From an optimization exercise on the open Yosys and OpenROAD flow, aimed at small area; shortcuts taken in it are not production practice.
Only simulation tests tie the RTL to the original design; equivalence was not proved.
Power is estimated from default activity; no workload was simulated.

===== design.v =====
module EdgeDetector
#(parameter Type = 1)
(
    input sig,   
    input clk,   
    output reg detect  
);           
    reg sig_dly;  
    always @ (posedge clk)
    begin
        sig_dly <= sig;
    end
    always @(*) 
    begin
        case (Type) 
            1 : detect = sig & ~sig_dly;  
            0 : detect = ~sig & sig_dly;  
        endcase
    end
endmodule  
module Debouncer
(
    input i_Clk,        
    input i_Button,          
    output o_ButtonDeb,      
    output o_ButtonDown,     
    output o_ButtonUp        
);
    reg r_ButtonSync, r_Intermediario;
    always @(posedge i_Clk)
    begin
        r_Intermediario <= i_Button;
        r_ButtonSync <= r_Intermediario;
    end
    assign o_ButtonDeb = r_ButtonSync;
    EdgeDetector #(.Type(1)) PosEdge
    (
        .sig(r_ButtonSync),
        .clk(i_Clk),
        .detect(o_ButtonUp)
    );
    EdgeDetector #(.Type(0)) NegEdge
    (
        .sig(r_ButtonSync),
        .clk(i_Clk),
        .detect(o_ButtonDown)
    );
endmodule
module Counter
#(parameter WIDTH=12)
(
    input clk_2K,                
    input i_ActCounter,          
    input i_RstCounter,          
    input i_ResetNeg,            
    input i_ResetDeb,            
    output [WIDTH-1:0] o_Count,  
    output wire o_TwoSec,        
    output reg o_RstOK               
);
    reg [WIDTH-1:0] r_Count;
    always @ (posedge clk_2K)
    begin
        if (i_ResetNeg)
        begin
            r_Count <= 0;
            o_RstOK <= 1;
        end
        else if (!i_ResetDeb)
        begin
            r_Count <= r_Count + 1;
            o_RstOK <= 0;
        end
        else if (i_RstCounter)
        begin
            r_Count <= 0;
            o_RstOK <= 1;
        end
        else if ((i_ActCounter)&&(~&r_Count))
        begin
            r_Count <= r_Count + 1;
            o_RstOK <= 0;
        end
    end
    assign o_TwoSec = 1? ((i_ActCounter)&&(!i_ResetNeg)&&(!i_RstCounter)&&(&r_Count)): 0;
    assign o_Count = r_Count;
endmodule
module Nxt_Addr
(
    input wire [5:0] Addr_i,
    input wire [11:0] Count,  
    output reg [5:0] Addr_j
);
    always @(*)
    begin
        case (Addr_i)                                                                        
            6'b 000000 : Addr_j = (Addr_i + {Count[0], Count[1], Count[2], Count[3], Count[4], Count[5]})   % 6'b 110100;  
            6'b 000001 : Addr_j = (Addr_i + {Count[1], Count[2], Count[6], Count[7], Count[8], Count[9]})   % 6'b 110100;  
            6'b 000010 : Addr_j = (Addr_i + {Count[0], Count[3], Count[4], Count[5], Count[6], Count[10]})  % 6'b 110100;  
            6'b 000011 : Addr_j = (Addr_i + {Count[1], Count[2], Count[3], Count[4], Count[7], Count[8]})   % 6'b 110100;  
            6'b 000100 : Addr_j = (Addr_i + {Count[0], Count[3], Count[5], Count[6], Count[9], Count[10]})  % 6'b 110100;  
            6'b 000101 : Addr_j = (Addr_i + {Count[1], Count[2], Count[3], Count[4], Count[5], Count[7]})   % 6'b 110100;  
            6'b 000110 : Addr_j = (Addr_i + {Count[0], Count[3], Count[6], Count[8], Count[9], Count[10]})  % 6'b 110100;  
            6'b 000111 : Addr_j = (Addr_i + {Count[1], Count[2], Count[3], Count[4], Count[5], Count[6]})   % 6'b 110100;  
            6'b 001000 : Addr_j = (Addr_i + {Count[0], Count[3], Count[7], Count[8], Count[9], Count[10]})  % 6'b 110100;  
            6'b 001001 : Addr_j = (Addr_i + {Count[1], Count[2], Count[3], Count[4], Count[5], Count[11]})  % 6'b 110100;  
            6'b 001010 : Addr_j = (Addr_i + {Count[0], Count[3], Count[6], Count[7], Count[8], Count[9]})   % 6'b 110100;  
            6'b 001011 : Addr_j = (Addr_i + {Count[1], Count[2], Count[3], Count[4], Count[5], Count[10]})  % 6'b 110100;  
            6'b 001100 : Addr_j = (Addr_i + {Count[0], Count[3], Count[6], Count[7], Count[8], Count[11]})  % 6'b 110100;  
            6'b 001101 : Addr_j = (Addr_i + {Count[1], Count[2], Count[3], Count[4], Count[5], Count[9]})   % 6'b 110100;  
            6'b 001110 : Addr_j = (Addr_i + {Count[0], Count[3], Count[6], Count[7], Count[8], Count[10]})  % 6'b 110100;  
            6'b 001111 : Addr_j = (Addr_i + {Count[1], Count[2], Count[3], Count[4], Count[6], Count[9]})   % 6'b 110100;  
            6'b 010000 : Addr_j = (Addr_i + {Count[0], Count[3], Count[5], Count[7], Count[8], Count[10]})  % 6'b 110100;  
            6'b 010001 : Addr_j = (Addr_i + {Count[1], Count[2], Count[3], Count[4], Count[6], Count[11]})  % 6'b 110100;  
            6'b 010010 : Addr_j = (Addr_i + {Count[0], Count[3], Count[5], Count[7], Count[8], Count[9]})   % 6'b 110100;  
            6'b 010011 : Addr_j = (Addr_i + {Count[1], Count[2], Count[3], Count[4], Count[6], Count[10]})  % 6'b 110100;  
            6'b 010100 : Addr_j = (Addr_i + {Count[0], Count[3], Count[5], Count[7], Count[8], Count[11]})  % 6'b 110100;  
            6'b 010101 : Addr_j = (Addr_i + {Count[1], Count[2], Count[3], Count[4], Count[9], Count[10]})  % 6'b 110100;  
            6'b 010110 : Addr_j = (Addr_i + {Count[0], Count[3], Count[5], Count[6], Count[7], Count[8]})   % 6'b 110100;  
            6'b 010111 : Addr_j = (Addr_i + {Count[1], Count[2], Count[3], Count[4], Count[9], Count[11]})  % 6'b 110100;  
            6'b 011000 : Addr_j = (Addr_i + {Count[0], Count[3], Count[5], Count[6], Count[7], Count[10]})  % 6'b 110100;  
            6'b 011001 : Addr_j = (Addr_i + {Count[1], Count[2], Count[3], Count[4], Count[5], Count[8]})   % 6'b 110100;  
            6'b 011010 : Addr_j = (Addr_i + {Count[0], Count[3], Count[6], Count[7], Count[9], Count[10]})  % 6'b 110100;  
            6'b 011011 : Addr_j = (Addr_i + {Count[1], Count[2], Count[3], Count[4], Count[6], Count[8]})   % 6'b 110100;  
            6'b 011100 : Addr_j = (Addr_i + {Count[0], Count[3], Count[5], Count[7], Count[9], Count[10]})  % 6'b 110100;  
            6'b 011101 : Addr_j = (Addr_i + {Count[1], Count[2], Count[3], Count[4], Count[8], Count[11]})  % 6'b 110100;  
            6'b 011110 : Addr_j = (Addr_i + {Count[0], Count[3], Count[5], Count[6], Count[7], Count[9]})   % 6'b 110100;  
            6'b 011111 : Addr_j = (Addr_i + {Count[1], Count[2], Count[3], Count[4], Count[8], Count[10]})  % 6'b 110100;  
            6'b 100000 : Addr_j = (Addr_i + {Count[0], Count[3], Count[5], Count[6], Count[7], Count[11]})  % 6'b 110100;  
            6'b 100001 : Addr_j = (Addr_i + {Count[1], Count[2], Count[3], Count[4], Count[8], Count[9]})   % 6'b 110100;  
            6'b 100010 : Addr_j = (Addr_i + {Count[0], Count[3], Count[5], Count[6], Count[10], Count[11]}) % 6'b 110100;  
            6'b 100011 : Addr_j = (Addr_i + {Count[1], Count[2], Count[3], Count[4], Count[7], Count[9]})   % 6'b 110100;  
            6'b 100100 : Addr_j = (Addr_i + {Count[0], Count[3], Count[5], Count[6], Count[8], Count[10]})  % 6'b 110100;  
            6'b 100101 : Addr_j = (Addr_i + {Count[1], Count[2], Count[3], Count[4], Count[7], Count[11]})  % 6'b 110100;  
            6'b 100110 : Addr_j = (Addr_i + {Count[0], Count[3], Count[5], Count[6], Count[8], Count[9]})   % 6'b 110100;  
            6'b 100111 : Addr_j = (Addr_i + {Count[1], Count[2], Count[3], Count[4], Count[7], Count[10]})  % 6'b 110100;  
            6'b 101000 : Addr_j = (Addr_i + {Count[0], Count[3], Count[5], Count[6], Count[8], Count[11]})  % 6'b 110100;  
            6'b 101001 : Addr_j = (Addr_i + {Count[1], Count[2], Count[3], Count[5], Count[7], Count[9]})   % 6'b 110100;  
            6'b 101010 : Addr_j = (Addr_i + {Count[0], Count[3], Count[4], Count[6], Count[8], Count[10]})  % 6'b 110100;  
            6'b 101011 : Addr_j = (Addr_i + {Count[1], Count[2], Count[3], Count[5], Count[7], Count[11]})  % 6'b 110100;  
            6'b 101100 : Addr_j = (Addr_i + {Count[0], Count[3], Count[4], Count[6], Count[8], Count[9]})   % 6'b 110100;  
            6'b 101101 : Addr_j = (Addr_i + {Count[1], Count[2], Count[3], Count[4], Count[10], Count[11]}) % 6'b 110100;  
            6'b 101110 : Addr_j = (Addr_i + {Count[0], Count[5], Count[6], Count[7], Count[8], Count[9]})   % 6'b 110100;  
            6'b 101111 : Addr_j = (Addr_i + {Count[1], Count[2], Count[3], Count[4], Count[6], Count[7]})   % 6'b 110100;  
            6'b 110000 : Addr_j = (Addr_i + {Count[0], Count[3], Count[5], Count[8], Count[9], Count[10]})  % 6'b 110100;  
            6'b 110001 : Addr_j = (Addr_i + {Count[1], Count[2], Count[3], Count[5], Count[6], Count[7]})   % 6'b 110100;  
            6'b 110010 : Addr_j = (Addr_i + {Count[0], Count[3], Count[4], Count[8], Count[9], Count[10]})  % 6'b 110100;  
            6'b 110011 : Addr_j = (Addr_i + {Count[1], Count[2], Count[3], Count[5], Count[6], Count[11]})  % 6'b 110100;  
            default : Addr_j = 6'b 000000;
        endcase
    end
endmodule  
module Shuffler
(
    input [3:0] i_MemData,
    input i_ActShuffler,
    input [5:0] i_Addr_J,
    input clk,
    output reg o_Shuffled,
    output reg [3:0] o_Data,
    output reg [5:0] o_Address,
    output reg o_MemClk,
    output reg o_Write,
    output reg [5:0] vo_Addr_I
);
reg [3:0] vc_Data_I, vc_Data_J;
reg [3:0] A_State, F_State;
parameter   Start           = 4'b 0000,
            InitOutputs     = 4'b 0001,
            I_ReadMemOut    = 4'b 0010,
            I_StoreMemOut   = 4'b 0011,
            GetNxtAddr      = 4'b 0100,
            J_ReadMemOut    = 4'b 0101,
            J_StoreMemOut   = 4'b 0110,
            J_WriteMemAddr  = 4'b 0111,
            ChangeAddr      = 4'b 1000,
            I_WriteMemAddr  = 4'b 1001,
            IfState         = 4'b 1010,
            IncreaseAddr    = 4'b 1011,
            Shuffled        = 4'b 1100;
always @(posedge clk)
begin
    if(!i_ActShuffler)
    begin
        A_State <= Start;
        vo_Addr_I <= 0;
    end
    else
    begin
        A_State <= F_State;
        case (F_State)
            IncreaseAddr :
                vo_Addr_I <= vo_Addr_I + 1;
            I_StoreMemOut :
                vc_Data_I <= i_MemData;
            J_StoreMemOut :
                vc_Data_J = i_MemData;
        endcase
    end
end
always @(*)
begin
    case (A_State)
        Start :
            F_State = InitOutputs;
        InitOutputs :
            F_State = I_ReadMemOut;
        I_ReadMemOut :
            F_State = I_StoreMemOut;
        I_StoreMemOut :
            F_State = GetNxtAddr;
        GetNxtAddr :
            F_State = J_ReadMemOut;
        J_ReadMemOut :
            F_State = J_StoreMemOut;
        J_StoreMemOut :
            F_State = J_WriteMemAddr;
        J_WriteMemAddr :
            F_State = ChangeAddr;
        ChangeAddr :
            F_State = I_WriteMemAddr;
        I_WriteMemAddr :
            F_State = IfState;
        IfState :
            if (vo_Addr_I < 51)
                F_State = IncreaseAddr;
            else
                F_State = Shuffled;
        IncreaseAddr :
            F_State = InitOutputs;
        Shuffled :
            F_State = Shuffled;
        default : 
            F_State = Start;
    endcase
end
always @(*)
begin
    o_Shuffled = 0;
    o_MemClk = 0;
    o_Write = 0;
    o_Address = vo_Addr_I;
    o_Data = vc_Data_I;
    case (A_State)
        InitOutputs :
            o_Address = vo_Addr_I;
        I_ReadMemOut :
            begin
                o_MemClk = 1;
                o_Address = vo_Addr_I;
            end
        I_StoreMemOut :
            o_Address = vo_Addr_I;
        GetNxtAddr :
            o_Address = i_Addr_J;
        J_ReadMemOut :
            begin
                o_MemClk = 1;
                o_Address = i_Addr_J;
            end
        J_StoreMemOut :
            begin
                o_Data = vc_Data_I;
                o_MemClk = 0;
                o_Write = 1;
                o_Address = i_Addr_J;
            end
        J_WriteMemAddr :
            begin
                o_Data = vc_Data_I;
                o_MemClk = 1;
                o_Write = 1;
                o_Address = i_Addr_J;
            end
        ChangeAddr :
            begin
                o_Data = vc_Data_J;
                o_MemClk = 0;
                o_Write = 1;
                o_Address = vo_Addr_I;
            end
        I_WriteMemAddr :
            begin
                o_Data = vc_Data_J;
                o_MemClk = 1;
                o_Write = 1;
                o_Address = vo_Addr_I;
            end
        Shuffled :
            o_Shuffled = 1;
    endcase
end
endmodule  
module MemAcessMux
(
    input ActShuffler,
    input [5:0] i_ShufflerAddr,
    input [5:0] i_AdderAddress,
    output reg [5:0] o_Address,
    input i_ShufflerClk,
    input i_AdderClk,
    output reg o_MemClk
);
    always @(*)
    begin
        case (ActShuffler)
            1'b 1 :
                begin
                    o_Address = i_ShufflerAddr;
                    o_MemClk = i_ShufflerClk;
                end
            1'b 0 :
                begin
                    o_Address = i_AdderAddress;
                    o_MemClk = i_AdderClk;
                end
        endcase
    end
endmodule  
module RAM
(
    input        clock,
    input        i_Reset,
    input        strobe,
    input        wren,
    input  [5:0] address,
    input  [3:0] data,
    output reg [3:0] q
);
    reg [3:0] mem [0:63];
    integer n;
    always @(posedge clock)
    begin
        if (i_Reset)
        begin
            for (n = 0; n < 64; n = n + 1)
                mem[n] <= (n < 52) ? (n % 13) : 4'd0;
        end
        else if (strobe && wren)
            mem[address] <= data;
    end
    always @(posedge clock)
        q <= mem[address];
endmodule  
module CardEvaluator
(
    input wire [3:0] i_Card,
    output reg [3:0] o_Value
);
    always @(*)
    begin
        case (i_Card)                            
            4'b 0000    : o_Value = 4'b 0001;    
            4'b 0001    : o_Value = 4'b 0010;    
            4'b 0010    : o_Value = 4'b 0011;    
            4'b 0011    : o_Value = 4'b 0100;    
            4'b 0100    : o_Value = 4'b 0101;    
            4'b 0101    : o_Value = 4'b 0110;    
            4'b 0110    : o_Value = 4'b 0111;    
            4'b 0111    : o_Value = 4'b 1000;    
            4'b 1000    : o_Value = 4'b 1001;    
            4'b 1001    : o_Value = 4'b 1010;    
            4'b 1010    : o_Value = 4'b 1010;    
            4'b 1011    : o_Value = 4'b 1010;    
            4'b 1100    : o_Value = 4'b 1010;    
            default     : o_Value = 4'b 0000;
        endcase
    end
endmodule  
module CardAdder
(
    input [3:0] i_Card,          
    input [3:0] i_Value,         
    input i_Card2P,              
    input i_Card2D,              
    input i_Reset,               
    input i_Clock,               
    output [5:0] o_Address,      
    output reg o_MemClk,         
    output [5:0] o_DealerHnd,    
    output [5:0] o_PlayerHnd,    
    output reg o_CardOK          
);
reg [5:0] vc_HndD, vc_HndP;
reg vc_Ace_D, vc_Ace_P;
reg vc_Face_D, vc_Face_P;
reg [3:0] A_State, F_State;
reg [5:0] r_Addr;
parameter   Start           = 4'b 0000,
            Wait_FSM        = 4'b 0001,
            ReadMem         = 4'b 0010,
            Value2Dealer    = 4'b 0011,
            Value2Player    = 4'b 0100,
            DealerWithAce   = 4'b 0101,
            DealerWithFace  = 4'b 0110,
            PlayerWithAce   = 4'b 0111,
            PlayerWithFace  = 4'b 1000,
            PlusTenDealer   = 4'b 1001,
            PlusTenPlayer   = 4'b 1010,
            CardOK          = 4'b 1011;
always @(posedge i_Clock)
begin
    if(i_Reset)
    begin
        A_State <= Start;
        r_Addr <= 0;
        vc_HndD <= 0;
        vc_HndP <= 0;
        vc_Ace_D <= 0;
        vc_Ace_P <= 0;
        vc_Face_D <= 0;
        vc_Face_P <= 0;
    end
    else
    begin
        A_State <= F_State;
        case (F_State)
            Value2Dealer :
                begin
                    r_Addr <= r_Addr + 1;
                    vc_HndD <= vc_HndD + i_Value;
                end
            Value2Player :
                begin
                    r_Addr <= r_Addr + 1;
                    vc_HndP <= vc_HndP + i_Value;
                end
            PlusTenDealer :
                vc_HndD <= vc_HndD + 10;
            PlusTenPlayer :
                vc_HndP <= vc_HndP + 10;
            DealerWithAce :
                vc_Ace_D <= 1;
            DealerWithFace :
                vc_Face_D <= 1;
            PlayerWithAce :
                vc_Ace_P <= 1;
            PlayerWithFace :
                vc_Face_P <= 1;
        endcase
    end
end
always @(*)
begin
    case (A_State)
        Start:
            if (i_Reset)
                F_State = Start;
            else
                F_State = Wait_FSM;
        Wait_FSM :
            if (i_Card2D || i_Card2P)
                F_State = ReadMem;
            else
                F_State = Wait_FSM;
        ReadMem :
            if (r_Addr > 51)
                F_State = Start;
            else if (i_Card2D)
                F_State = Value2Dealer;
            else if (i_Card2P)
                F_State = Value2Player;
            else
                F_State = ReadMem;
        Value2Dealer :
            if (i_Card == 4'b 0000)
                F_State = DealerWithAce;
            else if (i_Card == 4'b 1010 || i_Card == 4'b 1011 || i_Card == 4'b 1100)
                F_State = DealerWithFace;
            else
                F_State = CardOK;
        Value2Player :
            if (i_Card == 4'b 0000)
                F_State = PlayerWithAce;
            else if (i_Card == 4'b 1010 || i_Card == 4'b 1011 || i_Card == 4'b 1100)
                F_State = PlayerWithFace;
            else
                F_State = CardOK;
        DealerWithAce :
            if (vc_Face_D)
                F_State = PlusTenDealer;
            else
                F_State = CardOK;
        DealerWithFace :
            if (vc_Ace_D)
                F_State = PlusTenDealer;
            else
                F_State = CardOK;
        PlayerWithAce :
            if (vc_Face_P)
                F_State = PlusTenPlayer;
            else
                F_State = CardOK;
        PlayerWithFace :
            if (vc_Ace_P)
                F_State = PlusTenPlayer;
            else
                F_State = CardOK;
        PlusTenDealer :
            F_State = CardOK;
        PlusTenPlayer :
            F_State = CardOK;
        CardOK :
            if (i_Card2D || i_Card2P)
                F_State = CardOK;
            else
                F_State = Wait_FSM;
        default :
            F_State = Start;
    endcase
end
always @(*)
begin
    o_CardOK = 0;
    o_MemClk = 0;
    case (A_State)        
        ReadMem:
            o_MemClk = 1;
        CardOK :
            o_CardOK = 1;
    endcase
end
assign o_Address = r_Addr;
assign o_DealerHnd = vc_HndD;
assign o_PlayerHnd = vc_HndP;
endmodule  
module BlackJackController
(
    input i_Clk,         
    input i_Reset,               
    input i_Stay,                
    input i_Hit,                 
    output reg o_Win,            
    output reg o_Lose,           
    output reg o_Tie,            
    output reg o_Hit_P,          
    output reg o_Hit_D,          
    output reg o_Stay_P,         
    output reg o_Stay_D,         
    output reg o_ShwHnd_P,
    output reg o_ShwHnd_D,
    input vi_TwoSec,             
    input vi_RstOK,              
    output reg vo_ActCounter,    
    output reg vo_RstCounter,    
    input vi_Shuffled,           
    output reg vo_ActShuffler,   
    input vi_CardOK,             
    input [5:0] vi_HandP,        
    input [5:0] vi_HandD,        
    output reg vo_Card2Player,   
    output reg vo_Card2Dealer    
);
reg vc_HitPlayer;    
reg vc_FirstTurn;    
reg [4:0] A_State, F_State;
parameter   Start           = 5'b 00000,
            ShuffleDeck     = 5'b 00001,
            PlayerWith1Card = 5'b 00010,
            D1_RstCardFSM   = 5'b 00011,         
            DealerWith1Card = 5'b 00100,
            P_RstCardFSM    = 5'b 00101,
            PlayerWith2Card = 5'b 00110,
            D2_RstCardFSM   = 5'b 00111,
            DealerWith2Card = 5'b 01000,
            PlayerTurn      = 5'b 01001,
            DealerTurn      = 5'b 01010,
            PlayerHit       = 5'b 01011,
            DealerHit       = 5'b 01100,
            PlayerStay      = 5'b 01101,
            DealerStay      = 5'b 01110,
            CardToPlayer    = 5'b 01111,
            CardToDealer    = 5'b 10000,
            WinState        = 5'b 10001,
            TieState        = 5'b 10010,
            LoseState       = 5'b 10011,
            Measurement     = 5'b 10100,
            DealerBlackJack = 5'b 10101;
always @(posedge i_Clk)
begin
    if(i_Reset)
    begin
        A_State <= Start;
        vc_HitPlayer <= 0;
        vc_FirstTurn <= 1;
    end
    else
    begin
        A_State <= F_State;
        if(F_State == DealerTurn)
            vc_FirstTurn <= 0;
        if(F_State == PlayerHit)
            vc_HitPlayer <= 1;
    end
end
always @(*)
begin
    case (A_State)
        Start :
            if(i_Reset)
                F_State = Start;
            else
                F_State = ShuffleDeck;
        ShuffleDeck :
            if(!vi_Shuffled)
                F_State = ShuffleDeck;
            else
                F_State = PlayerWith1Card;
        PlayerWith1Card :
            if(!vi_CardOK)
                F_State = PlayerWith1Card;
            else
                F_State = D1_RstCardFSM;
        D1_RstCardFSM :
            if(vi_CardOK)
                F_State = D1_RstCardFSM;
            else
                F_State = DealerWith1Card;
        DealerWith1Card :
            if(!vi_CardOK)
                F_State = DealerWith1Card;
            else
                F_State = P_RstCardFSM;
        P_RstCardFSM :
            if (vi_CardOK)
                F_State = P_RstCardFSM;
            else
                F_State = PlayerWith2Card;
        PlayerWith2Card :
            if(!vi_CardOK)
                F_State = PlayerWith2Card;
            else
                F_State = D2_RstCardFSM;
        D2_RstCardFSM :
            if (vi_CardOK)
                F_State = D2_RstCardFSM;
            else
                F_State = DealerWith2Card;
        DealerWith2Card :
            if(!vi_CardOK)
                F_State = DealerWith2Card;
            else
                F_State = PlayerTurn;
        PlayerTurn :
            if (!vi_RstOK)
                F_State = PlayerTurn;
            else if(i_Hit)  
                F_State = CardToPlayer;
            else if (i_Stay)
                F_State = PlayerStay;
            else
                F_State = PlayerTurn;
        DealerTurn :
            if (!vi_RstOK)
                F_State = DealerTurn;
            else if(vi_HandD <= 16)
                F_State = CardToDealer;
            else
                F_State = DealerStay;
        PlayerHit :
            if(!vi_TwoSec)
                F_State = PlayerHit;
            else if (vi_HandP <= 21)
                F_State = PlayerTurn;
            else
                F_State = LoseState;
        DealerHit :
            if(!vi_TwoSec)
                F_State = DealerHit;
            else if (vi_HandD <= 21)
                F_State = DealerTurn;
            else
                F_State = WinState;
        PlayerStay :
            if(!vi_TwoSec)
                F_State = PlayerStay;
            else if (!vc_FirstTurn)
                F_State = Measurement;
            else if (vi_HandD == 21)
                F_State = DealerBlackJack;
            else
                F_State = DealerTurn;
        DealerStay :
            if(!vi_TwoSec)
                F_State = DealerStay;
            else if (vc_HitPlayer || vi_HandP < 21)
                F_State = PlayerTurn;
            else if (vi_HandP == 21)
                F_State = WinState;
            else
                F_State = DealerStay;
        CardToPlayer :
            if(vi_CardOK)
                F_State = PlayerHit;
            else
                F_State = CardToPlayer;
        CardToDealer :
            if(vi_CardOK)
                F_State = DealerHit;
            else
                F_State = CardToDealer;
        WinState :
            if(i_Reset)
                F_State = Start;
            else
                F_State = WinState;
        TieState :
            if(i_Reset)
                F_State = Start;
            else
                F_State = TieState;
        LoseState :
            if(i_Reset)
                F_State = Start;
            else
                F_State = LoseState;
        Measurement :
            if(vi_HandP == vi_HandD)
                F_State = TieState;
            else if (vi_HandP < vi_HandD)
                F_State = LoseState;
            else
                F_State = WinState;
        DealerBlackJack :
            if(vc_HitPlayer)
                F_State = LoseState;
            else if (vi_HandP == vi_HandD)
                F_State = TieState;
            else
                F_State = LoseState;
        default :
            F_State = Start;
    endcase
end
always @(*)
begin
    o_Win = 0;
    o_Lose = 0;
    o_Tie = 0;
    o_Hit_P = 0;
    o_Hit_D = 0;
    o_Stay_P = 0;
    o_Stay_D = 0;
    o_ShwHnd_P = 1;
    o_ShwHnd_D = 0;
    vo_ActCounter = 0;
    vo_RstCounter = 0;
    vo_Card2Player = 0;
    vo_Card2Dealer = 0;
    vo_ActShuffler = 0;
    case (A_State)        
        ShuffleDeck :
            vo_ActShuffler = 1;
        PlayerWith1Card :
            vo_Card2Player = 1;
        DealerWith1Card :
            vo_Card2Dealer = 1;
        PlayerWith2Card :
            vo_Card2Player = 1;
        DealerWith2Card :
            vo_Card2Dealer = 1;
        PlayerTurn :
            vo_RstCounter = 1;
        DealerTurn :
            vo_RstCounter = 1;
        PlayerHit :
            begin
                o_Hit_P = 1;
                vo_ActCounter = 1;
            end
        DealerHit :
            begin
                o_Hit_D = 1;
                vo_ActCounter = 1;
            end
        PlayerStay :
            begin
                o_Stay_P = 1;
                vo_ActCounter = 1;
            end
        DealerStay :
            begin
                o_Stay_D = 1;
                vo_ActCounter = 1;
            end
        CardToPlayer :
            vo_Card2Player = 1;
        CardToDealer :
            vo_Card2Dealer = 1;
        WinState :
            begin
                o_Win = 1;
                o_ShwHnd_D = 1;
            end
        TieState :
            begin
                o_Tie = 1;
                o_ShwHnd_D = 1;
            end
        LoseState :
            begin
                o_Lose = 1;
                o_ShwHnd_D = 1;
            end
    endcase
    if (i_Reset)
    begin
        vo_ActCounter = 0;
        vo_RstCounter = 0;
    end
end
endmodule  
module displaydecoder (hand,enable,displayu,displayd);
input [5:0]hand;
input enable;
output [0:6]displayu;
output [0:6]displayd;
wire [5:0]hand;  
wire enable;  
reg [0:6]displayu;  
reg [0:6]displayd;  
always @(*)  
	begin
		if (enable==1'b1)  
			case(hand)
				6'b000000: displayu = 7'b0000001;  
				6'b000001: displayu = 7'b1001111;  
				6'b000010: displayu = 7'b0010010;  
				6'b000011: displayu = 7'b0000110;  
				6'b000100: displayu = 7'b1001100;  
				6'b000101: displayu = 7'b0100100;  
				6'b000110: displayu = 7'b0100000;  
				6'b000111: displayu = 7'b0001111;  
				6'b001000: displayu = 7'b0000000;  
				6'b001001: displayu = 7'b0000100;  
				6'b001010: displayu = 7'b0000001;  
				6'b001011: displayu = 7'b1001111;  
				6'b001100: displayu = 7'b0010010;  
				6'b001101: displayu = 7'b0000110;  
				6'b001110: displayu = 7'b1001100;  
				6'b001111: displayu = 7'b0100100;  
				6'b010000: displayu = 7'b0100000;  
				6'b010001: displayu = 7'b0001111;  
				6'b010010: displayu = 7'b0000000;  
				6'b010011: displayu = 7'b0000100;  
				6'b010100: displayu = 7'b0000001;  
				6'b010101: displayu = 7'b1001111;  
				6'b010110: displayu = 7'b0010010;  
				6'b010111: displayu = 7'b0000110;  
				6'b011000: displayu = 7'b1001100;  
				6'b011001: displayu = 7'b0100100;  
				6'b011010: displayu = 7'b0100000;  
				6'b011011: displayu = 7'b0001111;  
				6'b011100: displayu = 7'b0000000;  
				6'b011101: displayu = 7'b0000100;  
				6'b011110: displayu = 7'b0000001;  
				6'b011111: displayu = 7'b1001111;  
				6'b100000: displayu = 7'b0010010;  
				6'b100001: displayu = 7'b0000110;  
				6'b100010: displayu = 7'b1001100;  
				6'b100011: displayu = 7'b0100100;  
				6'b100100: displayu = 7'b0100000;  
				6'b100101: displayu = 7'b0001111;  
				6'b100110: displayu = 7'b0000000;  
				6'b100111: displayu = 7'b0000100;  
				6'b101000: displayu = 7'b0000001;  
				default: displayu = 7'b0110000;  
			endcase
		else
			displayu = 7'b1111111;  
	end	
always @(*)  
	begin
		if (enable==1'b1)  
			case(hand)
				6'b000000: displayd = 7'b0000001;  
				6'b000001: displayd = 7'b0000001;  
				6'b000010: displayd = 7'b0000001;  
				6'b000011: displayd = 7'b0000001;  
				6'b000100: displayd = 7'b0000001;  
				6'b000101: displayd = 7'b0000001;  
				6'b000110: displayd = 7'b0000001;  
				6'b000111: displayd = 7'b0000001;  
				6'b001000: displayd = 7'b0000001;  
				6'b001001: displayd = 7'b0000001;  
				6'b001010: displayd = 7'b1001111;  
				6'b001011: displayd = 7'b1001111;  
				6'b001100: displayd = 7'b1001111;  
				6'b001101: displayd = 7'b1001111;  
				6'b001110: displayd = 7'b1001111;  
				6'b001111: displayd = 7'b1001111;  
				6'b010000: displayd = 7'b1001111;  
				6'b010001: displayd = 7'b1001111;  
				6'b010010: displayd = 7'b1001111;  
				6'b010011: displayd = 7'b1001111;  
				6'b010100: displayd = 7'b0010010;  
				6'b010101: displayd = 7'b0010010;  
				6'b010110: displayd = 7'b0010010;  
				6'b010111: displayd = 7'b0010010;  
				6'b011000: displayd = 7'b0010010;  
				6'b011001: displayd = 7'b0010010;  
				6'b011010: displayd = 7'b0010010;  
				6'b011011: displayd = 7'b0010010;  
				6'b011100: displayd = 7'b0010010;  
				6'b011101: displayd = 7'b0010010;  
				6'b011110: displayd = 7'b0000110;  
				6'b011111: displayd = 7'b0000110;  
				6'b100000: displayd = 7'b0000110;  
				6'b100001: displayd = 7'b0000110;  
				6'b100010: displayd = 7'b0000110;  
				6'b100011: displayd = 7'b0000110;  
				6'b100100: displayd = 7'b0000110;  
				6'b100101: displayd = 7'b0000110;  
				6'b100110: displayd = 7'b0000110;  
				6'b100111: displayd = 7'b0000110;  
				6'b101000: displayd = 7'b1001100;  
				default: displayd = 7'b0110000;  
			endcase
		else
			displayd = 7'b1111111;  
	end
endmodule
module BlackJack(
	inclk0,
	i_Reset,
	i_Stay,
	i_Hit,
	o_Win,
	o_Lose,
	o_Tie,
	o_Hit_P,
	o_Hit_D,
	o_Stay_P,
	o_Stay_D,
	o_HitDeb,
	o_HitNE,
	o_StayDeb,
	o_StayNE,
	DealerHndDisplayD,
	DealerHndDisplayU,
	PlayerHndDisplayD,
	PlayerHndDisplayU
);
input wire	inclk0;
input wire	i_Reset;
input wire	i_Stay;
input wire	i_Hit;
output wire	o_Win;
output wire	o_Lose;
output wire	o_Tie;
output wire	o_Hit_P;
output wire	o_Hit_D;
output wire	o_Stay_P;
output wire	o_Stay_D;
output wire	o_HitDeb;
output wire	o_HitNE;
output wire	o_StayDeb;
output wire	o_StayNE;
output wire	[0:6] DealerHndDisplayD;
output wire	[0:6] DealerHndDisplayU;
output wire	[0:6] PlayerHndDisplayD;
output wire	[0:6] PlayerHndDisplayU;
wire	clk;
wire	clk_PLL;
wire	[5:0] w_A_Addr;
wire	w_A_MemClk;
wire	w_ActCounter;
wire	w_ActShuffler;
wire	w_Card2Dealer;
wire	w_Card2Player;
wire	w_CardOK;
wire	[3:0] w_CardValue;
wire	[11:0] w_Count;
wire	w_CountRstOK;
wire	[5:0] w_DealerHnd;
wire	w_HitPE;
wire	[5:0] w_MemAddr;
wire	w_MemClk;
wire	[3:0] w_MemData;
wire	[5:0] w_PlayerHnd;
wire	w_ResetDeb;
wire	w_ResetNE;
wire	w_ResetPE;
wire	w_RstCounter;
wire	[5:0] w_S_Addr;
wire	[5:0] w_S_Addr_I;
wire	[5:0] w_S_Addr_J;
wire	[3:0] w_S_Data;
wire	w_S_MemClk;
wire	w_ShowHndD;
wire	w_ShowHndP;
wire	w_Shuffled;
wire	w_StayPE;
wire	w_TwoSec;
wire	w_WriteEnable;
wire	w_HitDeb;
wire	w_HitNE;
wire	w_StayDeb;
wire	w_StayNE;
wire	w_MuxTestEnable;
wire	[5:0] w_TestAddr;
wire 	w_TestClk;
CardEvaluator	b2v_CardEvaluatorDecoder(
	.i_Card(w_MemData),
	.o_Value(w_CardValue));
Counter	b2v_Contador(
	.clk_2K(clk),
	.i_ActCounter(w_ActCounter),
	.i_RstCounter(w_RstCounter),
	.i_ResetNeg(w_ResetNE),
	.i_ResetDeb(w_ResetDeb),
	.o_TwoSec(w_TwoSec),
	.o_RstOK(w_CountRstOK),
	.o_Count(w_Count));
	defparam	b2v_Contador.WIDTH = 12;
displaydecoder	b2v_DealerHand(
	.enable(w_ShowHndD),
	.hand(w_DealerHnd),
	.displayd(DealerHndDisplayD),
	.displayu(DealerHndDisplayU));
CardAdder	b2v_FSM_CardAdder(
	.i_Card2P(w_Card2Player),
	.i_Card2D(w_Card2Dealer),
	.i_Reset(w_ResetPE),
	.i_Clock(clk),
	.i_Card(w_MemData),
	.i_Value(w_CardValue),
	.o_MemClk(w_A_MemClk),
	.o_CardOK(w_CardOK),
	.o_Address(w_A_Addr),
	.o_DealerHnd(w_DealerHnd),
	.o_PlayerHnd(w_PlayerHnd));
	defparam	b2v_FSM_CardAdder.CardOK = 4'b1011;
	defparam	b2v_FSM_CardAdder.DealerWithAce = 4'b0101;
	defparam	b2v_FSM_CardAdder.DealerWithFace = 4'b0110;
	defparam	b2v_FSM_CardAdder.PlayerWithAce = 4'b0111;
	defparam	b2v_FSM_CardAdder.PlayerWithFace = 4'b1000;
	defparam	b2v_FSM_CardAdder.PlusTenDealer = 4'b1001;
	defparam	b2v_FSM_CardAdder.PlusTenPlayer = 4'b1010;
	defparam	b2v_FSM_CardAdder.ReadMem = 4'b0010;
	defparam	b2v_FSM_CardAdder.Start = 4'b0000;
	defparam	b2v_FSM_CardAdder.Value2Dealer = 4'b0011;
	defparam	b2v_FSM_CardAdder.Value2Player = 4'b0100;
	defparam	b2v_FSM_CardAdder.Wait_FSM = 4'b0001;
Shuffler	b2v_FSM_Embaralhador(
	.i_ActShuffler(w_ActShuffler),
	.clk(clk),
	.i_Addr_J(w_S_Addr_J),
	.i_MemData(w_MemData),
	.o_Shuffled(w_Shuffled),
	.o_MemClk(w_S_MemClk),
	.o_Write(w_WriteEnable),
	.o_Address(w_S_Addr),
	.o_Data(w_S_Data),
	.vo_Addr_I(w_S_Addr_I));
	defparam	b2v_FSM_Embaralhador.ChangeAddr = 4'b1000;
	defparam	b2v_FSM_Embaralhador.GetNxtAddr = 4'b0100;
	defparam	b2v_FSM_Embaralhador.I_ReadMemOut = 4'b0010;
	defparam	b2v_FSM_Embaralhador.I_StoreMemOut = 4'b0011;
	defparam	b2v_FSM_Embaralhador.I_WriteMemAddr = 4'b1001;
	defparam	b2v_FSM_Embaralhador.IfState = 4'b1010;
	defparam	b2v_FSM_Embaralhador.IncreaseAddr = 4'b1011;
	defparam	b2v_FSM_Embaralhador.InitOutputs = 4'b0001;
	defparam	b2v_FSM_Embaralhador.J_ReadMemOut = 4'b0101;
	defparam	b2v_FSM_Embaralhador.J_StoreMemOut = 4'b0110;
	defparam	b2v_FSM_Embaralhador.J_WriteMemAddr = 4'b0111;
	defparam	b2v_FSM_Embaralhador.Shuffled = 4'b1100;
	defparam	b2v_FSM_Embaralhador.Start = 4'b0000;
BlackJackController	b2v_FSM_Global(
	.i_Clk(clk),
	.i_Reset(w_ResetPE),
	.i_Stay(w_StayPE),
	.i_Hit(w_HitPE),
	.vi_TwoSec(w_TwoSec),
	.vi_RstOK(w_CountRstOK),
	.vi_Shuffled(w_Shuffled),
	.vi_CardOK(w_CardOK),
	.vi_HandD(w_DealerHnd),
	.vi_HandP(w_PlayerHnd),
	.o_Win(o_Win),
	.o_Lose(o_Lose),
	.o_Tie(o_Tie),
	.o_Hit_P(o_Hit_P),
	.o_Hit_D(o_Hit_D),
	.o_Stay_P(o_Stay_P),
	.o_Stay_D(o_Stay_D),
	.o_ShwHnd_P(w_ShowHndP),
	.o_ShwHnd_D(w_ShowHndD),
	.vo_ActCounter(w_ActCounter),
	.vo_RstCounter(w_RstCounter),
	.vo_ActShuffler(w_ActShuffler),
	.vo_Card2Player(w_Card2Player),
	.vo_Card2Dealer(w_Card2Dealer));
	defparam	b2v_FSM_Global.CardToDealer = 5'b10000;
	defparam	b2v_FSM_Global.CardToPlayer = 5'b01111;
	defparam	b2v_FSM_Global.D1_RstCardFSM = 5'b00011;
	defparam	b2v_FSM_Global.D2_RstCardFSM = 5'b00111;
	defparam	b2v_FSM_Global.DealerBlackJack = 5'b10101;
	defparam	b2v_FSM_Global.DealerHit = 5'b01100;
	defparam	b2v_FSM_Global.DealerStay = 5'b01110;
	defparam	b2v_FSM_Global.DealerTurn = 5'b01010;
	defparam	b2v_FSM_Global.DealerWith1Card = 5'b00100;
	defparam	b2v_FSM_Global.DealerWith2Card = 5'b01000;
	defparam	b2v_FSM_Global.LoseState = 5'b10011;
	defparam	b2v_FSM_Global.Measurement = 5'b10100;
	defparam	b2v_FSM_Global.P_RstCardFSM = 5'b00101;
	defparam	b2v_FSM_Global.PlayerHit = 5'b01011;
	defparam	b2v_FSM_Global.PlayerStay = 5'b01101;
	defparam	b2v_FSM_Global.PlayerTurn = 5'b01001;
	defparam	b2v_FSM_Global.PlayerWith1Card = 5'b00010;
	defparam	b2v_FSM_Global.PlayerWith2Card = 5'b00110;
	defparam	b2v_FSM_Global.ShuffleDeck = 5'b00001;
	defparam	b2v_FSM_Global.Start = 5'b00000;
	defparam	b2v_FSM_Global.TieState = 5'b10010;
	defparam	b2v_FSM_Global.WinState = 5'b10001;
MemAcessMux	b2v_MemAcessMux(
	.ActShuffler(w_ActShuffler),
	.i_ShufflerClk(w_S_MemClk),
	.i_AdderClk(w_A_MemClk),
	.i_AdderAddress(w_A_Addr),
	.i_ShufflerAddr(w_S_Addr),
	.o_MemClk(w_MemClk),
	.o_Address(w_MemAddr));
Nxt_Addr	b2v_NxtAddr_Decoder(
	.Addr_i(w_S_Addr_I),
	.Count(w_Count),
	.Addr_j(w_S_Addr_J));
displaydecoder	b2v_PlayerHand(
	.enable(w_ShowHndP),
	.hand(w_PlayerHnd),
	.displayd(PlayerHndDisplayD),
	.displayu(PlayerHndDisplayU));
RAM	b2v_RAM(
	.wren(w_WriteEnable),
	.clock(clk),
	.strobe(w_MemClk),
	.i_Reset(w_ResetPE),
	.address(w_MemAddr),
	.data(w_S_Data),
	.q(w_MemData));
Debouncer	b2v_ResetButtonDebouncer(
	.i_Clk(clk),
	.i_Button(i_Reset),
	.o_ButtonDeb(w_ResetDeb),
	.o_ButtonDown(w_ResetNE),
	.o_ButtonUp(w_ResetPE));
Debouncer	b2v_HitButtonDebouncer(
	.i_Clk(clk),
	.i_Button(i_Hit),
	.o_ButtonDeb(w_HitDeb),
	.o_ButtonDown(w_HitNE),
	.o_ButtonUp(w_HitPE));
Debouncer	b2v_StayButtonDebouncer(
	.i_Clk(clk),
	.i_Button(i_Stay),
	.o_ButtonDeb(w_StayDeb),
	.o_ButtonDown(w_StayNE),
	.o_ButtonUp(w_StayPE));
assign	clk = inclk0;
assign	o_HitDeb = w_HitDeb;
assign	o_HitNE = w_HitNE;
assign	o_StayDeb = w_StayDeb;
assign	o_StayNE = w_StayNE;
endmodule

===== run.sh =====
#!/bin/bash
# synth_recipe.tcl (not shown) runs the flow's synth.tcl, then flattens the netlist and writes it again
# the make line also repeats each setting of config.mk as NAME=value (left out here)
make -C /OpenROAD-flow-scripts/flow DESIGN_CONFIG=/design/flow/config.mk WORK_HOME=/design/flow/orfs CLKGATE_MAP_FILE= SYNTH_SCRIPT=/design/flow/synth_recipe.tcl finish

===== config.mk =====
export PLATFORM = sky130hd
export DESIGN_NAME = BlackJack
export DESIGN_NICKNAME = BlackJack
export VERILOG_FILES = /design/flow/design.v
export SDC_FILE = /design/flow/constraint.sdc
export NUM_CORES = 4
export LEC_CHECK = 0
export CAP_MARGIN = 20
export CORE_MARGIN = 2
export CORE_UTILIZATION = 40
export PLACE_DENSITY = 0.6
export SLEW_MARGIN = 20

===== constraint.sdc =====
create_clock -name core_clock -period 10.0 [get_ports {inclk0}]
set_input_delay 2.0000 -clock core_clock [delete_from_list [all_inputs] [get_ports {inclk0}]]
set_output_delay 2.0000 -clock core_clock [all_outputs]
set_load 0.01 [all_outputs]

==> metrics.yaml <==
outcome: "finished clean"
yosysMostFrequentCell: "nand2_1"
ys_seq_area_share_pct: 47.4
vias_per_cell: 5.96
clkSinkCount: 372
syn-num-nets: 2469
synth_common_cells: "nand2_1, nor2_1, edfxtp_1"
path_clk_slew_ps: 60
setup_violations: 0
max_cap_viol_count: 0
ys_seq_elements: 372
postSynthAreaPerCell_um2: 8.83
ys_types: 101
reg2reg_depth: 20
holdCritPathClass: "register to register"
num_vias: 18326
insertion_delay_ps: 570
cpMaxStageDelayCell: "nor2_1"
boundaryPins: 43
p_leak_nw: 8.12
skew_ps: 21.3
synth_warnings: 12
min_path_cells: 0
numPortBuffers: 42
fmax_ghz: 0.133
critPathTopFamily: "simple AND/OR/NAND/NOR gates"
cp_max_fo: 24
critical_path.max_stage_delay_ps: 990
path_cells: "inv_1 -> ha_1 -> or2_1 -> nand3_1 -> o211ai_1 -> nor4_4 -> nand2_1 -> a21oi_1 -> ha_1 -> a21o_1 -> a21oi_1 -> nor4b_1 -> or3_1 -> o21ai_1 -> nand3_1 -> a31oi_4 -> nand2_2 -> nor2_1 -> nand3_1 -> nand2_1"
drv_slew: 0
fin_crit_ps: 7530
r2r_setup_slack_ps: 2470
r2r_end: "b2v_RAM.mem[60][1]$_SDFFCE_PN0P_"
tns_ps: 0
cp.buffers_inverters: 1
dp_hpwl_mm: 43.2
hold_viol: 0
chipHeight_um: 235
worst_setup_path_start_kind: "register"
cts_tree: "built"
period_share_pct: 75.3
synth.largest_area_cell: "edfxtp_1"
die_w_um: 235
critical_path_arrival_ps: 7800
final_nets: 2414
grt-ovfl-total: 0
wl_mm: 64.3
crit_top_cell: "nand3_1"
antenna_found_initial: 0
dr.pass1.iters: 6
grt_max_degree: 73
wl_per_cell_um: 20.9
drive_gt1_share_pct: 5.94
ys.flop_type: "edfxtp_1"
rsz0062_at_grt: "no"
synth_top_area_share_pct: 37.2
coreArea_um2: 52600
row_count: 84
track_usage_pct: 22.7
die_area_um2: 55100
holdPathEnd: "b2v_ResetButtonDebouncer.r_ButtonSync$_DFF_P_"
placed_cells: 3003
drc: 0
fin_cells: 3077
r2r_start: "b2v_FSM_Embaralhador.vo_Addr_I[1]$_SDFFE_PN0N_"
diodes: 0
clk_path_buf_depth: 3
syn_inst: 2413
end_kind: "register"
pwr_density_cell_nw_per_um2: 201
min-delay-start: "b2v_ResetButtonDebouncer.r_Intermediario$_DFF_P_"
cts-root-buf: "clkbuf_16"
gp_congestion: 0.935
ir_worst_vdd_mv: 0.122
cts.hold.buffers_added: 0
cts_resized: 0
cts.htree.levels: 2
ant_nets: 0
area_growth_syn_to_layout_pct: 9.99
cts_made_buffers: 41
critPathKind: "register to register"
async_flop_share_pct: 0
initial_core_util_pct: 40.5
drtIter0Drc: 1855
slew_headroom_pct: 17.6
synthTopCellsByArea: "edfxtp_1, dfxtp_1, nand2_1"
synth-edff-count: 264
post_cts_buffers: 0
cp.required_ps: 10270
synth_area_um2: 21300
worst_slew_pin_slew_ps: 1230
first_global_vias: 17560
grt_pass1_wl_mm: 101
final_util_pct: 44.6
-- power by group --
group / switching (W) / internal, W
clock: 0.000630 / 0.000893
sequential: 0.000117 / 0.00175
combinational: 0.000840 / 0.000468
total: 0.00159 / 0.00311
-- worst reg2reg max path, stage by stage (launching register included) --
cell and delay [ps]:
dfxtp_1 500, inv_1 110, ha_1 450, or2_1 450, nand3_1 130, o211ai_1 180, nor4_4 550, nand2_1 320
a21oi_1 330, ha_1 290, a21o_1 160, a21oi_1 360, nor4b_1 110, or3_1 420, o21ai_1 180, nand3_1 200
a31oi_4 720, nand2_2 240, nor2_1 990, nand3_1 320, nand2_1 260
-- stage by stage --
step / hold WS [ps] / setup slack, ps / cell area (µm²) / total power [W]
2_1_floorplan: 310 / 4190 / 21300 / 0.00282
3_3_place_gp: 311 / 2850 / 22100 / 0.00316
3_5_place_dp: 313 / 2640 / 22100 / 0.00317
4_1_cts: 326 / 2610 / 23400 / 0.00470
5_1_grt: 339 / 2010 / 23400 / 0.00493
6_report: 324 / 2470 / 23400 / 0.00470
-- layout by cell type, fill, tap and decap left out, drive strengths merged, types with 8 or more instances in the layout --
cell type      instances
a211oi                22
a21o                  13
a21oi                122
a221oi                 9
a22oi                 10
a311o                 10
a311oi                13
a31oi                 34
and2                  26
and3                  42
buf                   30
clkbuf                53
clkdlybuf4s50         42
clkinv                15
dfxtp                108
edfxtp               264
ha                    49
inv                   56
mux2                   9
mux2i                 47
nand2                451
nand2b                46
nand3                 97
nand4                 13
nor2                 322
nor2b                 27
nor3                  52
nor3b                 11
nor4                   8
o211ai                17
o21ai                147
o22ai                 28
o32ai                  8
or3                    8
xnor2                 23
xor2                  14
-- state kept, by name, summed over array words and instances, names as in the netlist, 6 cells and up, named ones only --
| register | cells |
|---|---|
| b2v_FSM_CardAdder.vc_HndD | 6 |
| b2v_FSM_Embaralhador.vo_Addr_I | 6 |
| PlayerHndDisplayU | 7 |
| b2v_FSM_CardAdder.r_Addr | 6 |
| PlayerHndDisplayD | 6 |
| b2v_FSM_CardAdder.vc_HndP | 6 |
| b2v_Contador.r_Count | 12 |
| b2v_RAM.mem | 256 |
-- worst max path at each step --
stage / from / to / slack [ps] / cells after the start
global placement: b2v_FSM_Embaralhador.vo_Addr_I[1]$_SDFFE_PN0N_ / b2v_RAM.mem[60][1]$_SDFFCE_PN0P_ / 2850 / 20
floorplan: b2v_FSM_Embaralhador.vo_Addr_I[1]$_SDFFE_PN0N_ / b2v_RAM.mem[37][0]$_SDFFCE_PN1P_ / 4190 / 23
global route: b2v_FSM_Embaralhador.vo_Addr_I[1]$_SDFFE_PN0N_ / b2v_RAM.mem[60][0]$_SDFFCE_PN0P_ / 2010 / 20
finish: b2v_FSM_Embaralhador.vo_Addr_I[1]$_SDFFE_PN0N_ / b2v_RAM.mem[60][1]$_SDFFCE_PN0P_ / 2470 / 20
detailed placement: b2v_FSM_Embaralhador.vo_Addr_I[1]$_SDFFE_PN0N_ / b2v_RAM.mem[60][1]$_SDFFCE_PN0P_ / 2640 / 20
CTS: b2v_FSM_Embaralhador.vo_Addr_I[1]$_SDFFE_PN0N_ / b2v_RAM.mem[60][1]$_SDFFCE_PN0P_ / 2610 / 20
-- area by class of cell --
type,count,area [µm²]
multi-input cells,1815,10300
inverters,56,210
repair buffers,72,646
clock inverters,21,220
fillers,5117,29100
clock buffers,53,1110
well taps,688,861
flip-flops and latches,372,10100
-- metal layers --
metal	part of all wire, %	GRT usage, %	wire, µm	vias up
met3	8.3	3.95	5320	124
met4	2.6	7.06	1690	0
met5	0	0	0	-
li1	-	-	-	8546
met2	46	36.3	29700	863
met1	43	31.4	27600	8793
-- logic make-up (layout without fill, tap and decap cells) --
logic type,Yosys count,in the layout,synth area share [%]
XOR/XNOR,37,37,1.52
flip-flops,372,372,47.4
multiplexers,57,57,2.79
adder cells (fa/ha/maj),52,52,3.16
buffers and inverters,226,202,4.76
AND/OR/NAND/NOR,1130,1130,23.8
AO/OA/AOI/OAI,539,539,16.6

what the ideal ports hide:
In the flow no input, the clock included, has a driving cell. The finished layout below was timed again as built, in two steps. Step 1 assumes that a clkbuf_16 drives the clock port and a buf_2 every other input. Step 2, shift: input delay + t, output delay - t, t = (earliest + latest rising clock arrival at the registers) / 2. This alone moves slack from input paths to output paths. Three values: ideal, step 1, step 2; two values: the first two.
t, ns: 0.627
setup WS [ns]: 2.471 / 2.471 / 2.471
hold slack, ns: 0.324 / 0.324 / 0.324
After both steps setup and hold are still met in this run. For this run, drivers alone change the setup slack by 0.000 ns; drivers and shift together by 0.000 ns.
